Context: an optimization exercise on an open-source flow, tuned for small area, a short achievable clock period and few clock cycles per item. The choices shown serve that exercise and are no tape-out recipe. In this exercise RTL edits were held to simulation tests only and were not proved equivalent to the original.

===== flow/config.mk =====
export PLATFORM = sky130hd
export DESIGN_NAME = bitty_core
export DESIGN_NICKNAME = bitty_core
export VERILOG_FILES = /design/flow/design.v
export SDC_FILE = /design/flow/constraint.sdc
export NUM_CORES = 4
export LEC_CHECK = 0
export CAP_MARGIN = 20
export CORE_MARGIN = 2
export CORE_UTILIZATION = 40
export SLEW_MARGIN = 20

===== flow/constraint.sdc =====
create_clock -name core_clock -period 40.0 [get_ports {clk}]
set_input_delay 8.0000 -clock core_clock [delete_from_list [all_inputs] [get_ports {clk}]]
set_output_delay 8.0000 -clock core_clock [all_outputs]
set_load 0.01 [all_outputs]

===== flow/run.sh =====
#!/bin/bash
# synth_recipe.tcl (not shown) runs the flow's synth.tcl, then flattens the netlist and writes it again
# the make line also repeats each setting of config.mk as NAME=value (left out here)
make -C /OpenROAD-flow-scripts/flow DESIGN_CONFIG=/design/flow/config.mk WORK_HOME=/design/flow/orfs CLKGATE_MAP_FILE= SYNTH_SCRIPT=/design/flow/synth_recipe.tcl finish

===== flow/design.v =====
module register (
    input clk, reset, enable,
    input [15:0] data_in,
    output reg [15:0] data_out
);
    always @(posedge clk or posedge reset) begin
        if (reset)
            data_out <= 16'h0000;
        else if (enable)
            data_out <= data_in;
    end
endmodule
module alu (
    input [15:0] A, B,           
    input [3:0] ALU_Sel,         
    input mode,                  
    output reg [15:0] ALU_Result,  
    output reg Zero              
);
    always @(*) begin
        if (mode == 0) begin
            case (ALU_Sel)
                4'b0000: ALU_Result = A + B;             
                4'b0001: ALU_Result = A - B;             
                4'b0010: ALU_Result = A * B;             
                4'b0011: ALU_Result = (B != 0) ? A / B : 16'hFFFF;  
                4'b0100: ALU_Result = (B != 0) ? A % B : A;  
                4'b0101: ALU_Result = A + 1;             
                4'b0110: ALU_Result = A - 1;             
                4'b0111: ALU_Result = (A > B) ? 16'h1 : 16'h0;  
                4'b1000: ALU_Result = (A == B) ? 16'h1 : 16'h0;  
                4'b1001: ALU_Result = (A < B) ? 16'h1 : 16'h0;  
                4'b1010: ALU_Result = (A >= B) ? 16'h1 : 16'h0;  
                4'b1011: ALU_Result = (A <= B) ? 16'h1 : 16'h0;  
                4'b1100: ALU_Result = -(A);             
                4'b1101: ALU_Result = A + B + 1;        
                4'b1110: ALU_Result = B - A;            
                4'b1111: ALU_Result = 16'h0;            
                default: ALU_Result = 16'h0000;         
            endcase
        end else begin
            case (ALU_Sel)
                4'b0000: ALU_Result = A & B;             
                4'b0001: ALU_Result = A | B;             
                4'b0010: ALU_Result = A ^ B;             
                4'b0011: ALU_Result = ~A;                
                4'b0100: ALU_Result = A << 1;            
                4'b0101: ALU_Result = A >> 1;            
                4'b0110: ALU_Result = A << B;            
                4'b0111: ALU_Result = A >> B;            
                4'b1000: ALU_Result = ~(A & B);          
                4'b1001: ALU_Result = ~(A | B);          
                4'b1010: ALU_Result = ~(A ^ B);          
                4'b1011: ALU_Result = {A[7:0], A[15:8]};  
                4'b1100: ALU_Result = (A == B) ? 16'hFFFF : 16'h0000;  
                4'b1101: ALU_Result = A & ~B;            
                4'b1110: ALU_Result = A | ~B;            
                4'b1111: ALU_Result = 16'hFFFF;          
                default: ALU_Result = 16'h0000;          
            endcase
        end
        Zero = (ALU_Result == 16'h0000) ? 1'b1 : 1'b0;
    end
endmodule
module control_unit (
    input clk, reset, run,                 
    input [15:0] instruction,              
    output reg [2:0] mux_sel,              
    output reg en_S, en_C, en_5,           
    output reg [3:0] alu_sel,              
    output reg alu_mode,                   
    output reg done,                       
    output reg [1:0] state                 
);
    typedef enum reg [1:0] {
        STATE_0 = 2'b00,   
        STATE_1 = 2'b01,   
        STATE_2 = 2'b10    
    } state_t;
    reg [1:0] next_state;           
    always @(posedge clk or posedge reset) begin
        if (reset)
            state <= STATE_0;
        else if (run)   
            state <= next_state;
    end
    always @(*) begin
        next_state = state;
        mux_sel = 3'b000;
        en_S = 0;
        en_C = 0;
        en_5 = 0;
        alu_sel = 4'b0000;
        alu_mode = 0;
        done = 0;
        case (state)
            STATE_0: begin
                mux_sel = instruction[15:13];  
                en_S = 1;                      
                next_state = STATE_1;          
            end
            STATE_1: begin
                mux_sel = instruction[12:10];  
                en_C = 1;                      
                alu_sel = instruction[6:3];    
                alu_mode = instruction[2];     
                next_state = STATE_2;          
            end
            STATE_2: begin
                en_5 = 1;                      
                done = 1;                      
                next_state = STATE_0;          
            end
            default: next_state = STATE_0;     
        endcase
    end
endmodule
module bitty_core (
    input clk, reset, run,                   
    input [15:0] instruction,                
    output done,                             
    output [15:0] reg_s,                     
    output [15:0] alu_result                 
);
    wire [15:0] reg_data[7:0];               
    wire [2:0] mux_sel;                      
    wire [3:0] alu_sel;                      
    wire alu_mode;                           
    wire en_S, en_C, en_5;                   
    wire [15:0] alu_out;                     
    generate
        genvar i;
        for (i = 0; i < 8; i = i + 1) begin : gen_registers
            register reg_inst (
                .clk(clk),
                .reset(reset),
                .enable(en_5 && (instruction[15:13] == i)),  
                .data_in(alu_result),                         
                .data_out(reg_data[i])
            );
        end
    endgenerate
    register reg_s_inst (
        .clk(clk),
        .reset(reset),
        .enable(en_S),
        .data_in(reg_data[mux_sel]),  
        .data_out(reg_s)
    );
    register reg_c_inst (
        .clk(clk),
        .reset(reset),
        .enable(en_C),
        .data_in(alu_out),
        .data_out(alu_result)
    );
    alu alu_inst (
        .A(reg_s),               
        .B(reg_data[mux_sel]),   
        .ALU_Sel(alu_sel),       
        .mode(alu_mode),         
        .ALU_Result(alu_out),    
        .Zero()                  
        /*verilator lint_off PINCONNECTEMPTY*/
        /*verilator lint_on PINCONNECTEMPTY*/
    );
    control_unit cu (
        .clk(clk),
        .reset(reset),
        .run(run),
        .instruction(instruction),
        .mux_sel(mux_sel),
        .en_S(en_S),
        .en_C(en_C),
        .en_5(en_5),
        .alu_sel(alu_sel),
        .alu_mode(alu_mode),
        .done(done),
        .state()                 
        /*verilator lint_off PINCONNECTEMPTY*/
        /*verilator lint_on PINCONNECTEMPTY*/
    );
endmodule

==> notes.md <==
-- metrics by stage --
stage	cells	area, µm²	setup TNS [ns]
2_1_floorplan	3332	26400	0
3_3_place_gp	4528	30800	-0.142
3_5_place_dp	4528	30800	-2.42
4_1_cts	4560	31500	0
5_1_grt	4568	31800	-0.00744
6_report	4571	31800	0
-- worst max-delay path by stage --
stage,end,cells past startpoint
final,reg_c_inst.data_out[14],148
after CTS,reg_c_inst.data_out[6],143
after detailed placement,reg_c_inst.data_out[6],143
after global placement,reg_c_inst.data_out[6],142
after global routing,reg_c_inst.data_out[13],150
after floorplan,reg_c_inst.data_out[8],145
-- state kept, by name, indices dropped and copies added, names as in the netlist --
| register | flops |
|---|---|
| reg_c_inst.data_out | 16 |
| reg_s_inst.data_out | 16 |
| gen_registers.reg_inst.data_out | 128 |
| cu.state | 2 |
-- repair_timing --
item / CTS / global route
buffers inserted: 0 / 7
setup endpoints to repair: 0 / 16
gates resized for setup: 0 / 63
hold endpoints to repair: 0 / 0
-- layer usage --
layer | share of wire | routed length, µm | global-route usage
met3 | 0.12 | 14000 | 0.0835
met4 | 0.052 | 6340 | 0.155
met1 | 0.41 | 49600 | 0.473
met2 | 0.42 | 51000 | 0.533
met5 | 0.00040 | 48 | 0
-- logic make-up after synthesis --
group                    Yosys count  share of synthesized area
AND/OR/NAND/NOR                 1040                      0.186
adder cells (fa/ha/maj)          381                      0.205
buffers and inverters            396                     0.0594
AO/OA/AOI/OAI                    982                      0.253
multiplexers                     185                     0.0785
flip-flops                       162                      0.154
XOR/XNOR                         186                     0.0639
-- cell usage in the layout, fill, tap and decap left out, types with 63 or more instances in the layout --
master	netlist	final
buf_4	3	489
nor2_1	356	350
ha_1	296	296
nand2_1	273	271
a21oi_1	220	216
o21ai_0	208	200
inv_1	179	177
dfrtp_1	162	162
mux2_2	153	153
xnor2_1	139	139
nor3_1	110	109
fa_1	85	85
a21o_1	63	63
-- critical path, delay by kind of cell --
family | cells | cell delay (ns)
fa+ha+maj | 15 | 4.44
compound gates | 69 | 13.62
mux | 5 | 1.40
buf+inv | 19 | 3.35
simple gates | 40 | 7.81
-- cell type report --
class | instances | area (µm²)
Inverter | 196 | 741
Sequential cell | 162 | 4050
Timing Repair Buffer | 539 | 4210
Fill cell | 6470 | 33700
Antenna cell | 3 | 7.51
Tap cell | 864 | 1080
Clock buffer | 17 | 425
Multi-Input combinational cell | 2775 | 21100
Clock inverter | 15 | 210
==> flow_summary.ini <==
[status]
outcome = finished clean

[min_path]
min_to = gen_registers[4].reg_inst.data_out[5]
min_path_type = reg -> reg
worstHoldStart = gen_registers[4].reg_inst.data_out[5]
hold_path_depth = 1

[timing]
timing.final.ws_setup_ns = 1.66
clock-skew-final_ns = 0.0160
period_minus_slack_ns = 38.34
fmax_mhz = 26.1
setup_viol = 0
maxSlewHeadroom = 0.156
worst_hold_slack_ns = 0.500
maxSlewViolCount = 0
hold_viol_final = 0
period_share = 0.959
max_slew.worst_pin.slew_ns = 1.26

[worst_setup_path]
r2r_cells = 148
setup.worst_path.start = instruction[12]
worstPathRequired_ns = 40.36
r2r_setup_slack_ns = 8.84
cp_max_fo = 11
path_class = in -> reg
startpoint_type = input port
crit_arrival_ns = 38.71
r2r_start = cu.state[1]
slowest_delay_ns = 0.48
endpoint_kind = flop
slowest_stage = a2111o_1
path_common_cell = ha_1
reg2reg_to = reg_c_inst.data_out[14]

[layout]
final_util = 0.485
final_nets = 4091
syn2layout_area_growth_pct = 20.5
drive_above_1_share = 0.218

[global_route]
gr-usage-all-layers = 0.351
grt_max_degree = 104
grt_pass1_vias = 27300
antenna_found_initial = 7
grt_first_pass_wirelength_mm = 178
grt.overflow.total = 0

[detailed_routing]
drt-total-wl_mm = 121
route.vias.total = 28700
via_per_inst = 6.28
drt_iter0_markers = 3712
drc = 0
ant_nets = 0
routedWlPerCell_um = 26.5
dr.pass1.iters = 10

[synthesis]
yosysMostFrequentCell = nor2_1
synthArstFlopShare = 1.00
yosys.area.top_type = dfrtp_1
syn_area_um2 = 26400
synth_cells = 3332
synth_edf_count = 0
synthFlopType = dfrtp_1
synth_top_area_share = 0.154
synth_area_per_cell_um2 = 7.92
synthTopCellsByArea = dfrtp_1 (15%), ha_1 (14%), mux2_2 (6.5%), fa_1 (6.5%), nor2_1 (5.1%)
synth_nets = 3732
yosysWarnings = 4
postSynthRegisterBits = 162
yosysSeqAreaShare = 0.154
synth_cell_types = 107
synth_common_cells = nor2_1 (356), ha_1 (296), nand2_1 (273), a21oi_1 (220), o21ai_0 (208)

[die]
die_h_um = 261
die_x_um = 261
core_um2 = 65500
start_util = 0.403
rows = 94
io_pins = 52
dieArea_um2 = 68000

[clock_tree]
clkTransAtPathRegs_ns = 0.07
cts_buffers = 17
clock-root-buffer = clkbuf_16
cts_num_sinks = 162
cts.path.max_buffers = 2
cts_tree = yes
clk-insertion-delay-late_ns = 0.44
h-tree-depth = 4
cts-hold-fix-buffers = 0

[place]
place_congestion = 1.08
hpwl_mm = 90.8
io_buffer_count = 46
pre_cts_ws_ns = -0.296

[flow_run]
cap_violations = 0
Testbench counts, summed over its fixed seeds: cycles 36,000, instrs 12,000.

-- static timing again, ports no longer ideal --
No port has a modelled driver above. Below, the same layout with a new extraction and two added sets of constraints. Step 1: set_driving_cell puts a clkbuf_16 on clk and a buf_2 on each other input, an assumption about the parent block. Step 2 moves the port delays by t, midway between the first and last clock arrival at a register: inputs arrive t later, outputs are due t later. That takes back most of the time a late clock gives input paths. Three values: no drivers, after step 1, after step 2; two values: the first two.
t, ns: 0.483
setup WS [ns]: 1.656 / 1.674 / 1.191
worst hold slack (ns): 0.500 / 0.500 / 0.500
worst slew at a driven data input, ns: 0.04
pins driven straight from the clock port: 1
After both steps setup and hold are still met in this run. For this run, drivers alone change the setup slack by +0.018 ns; drivers and shift together by -0.465 ns.
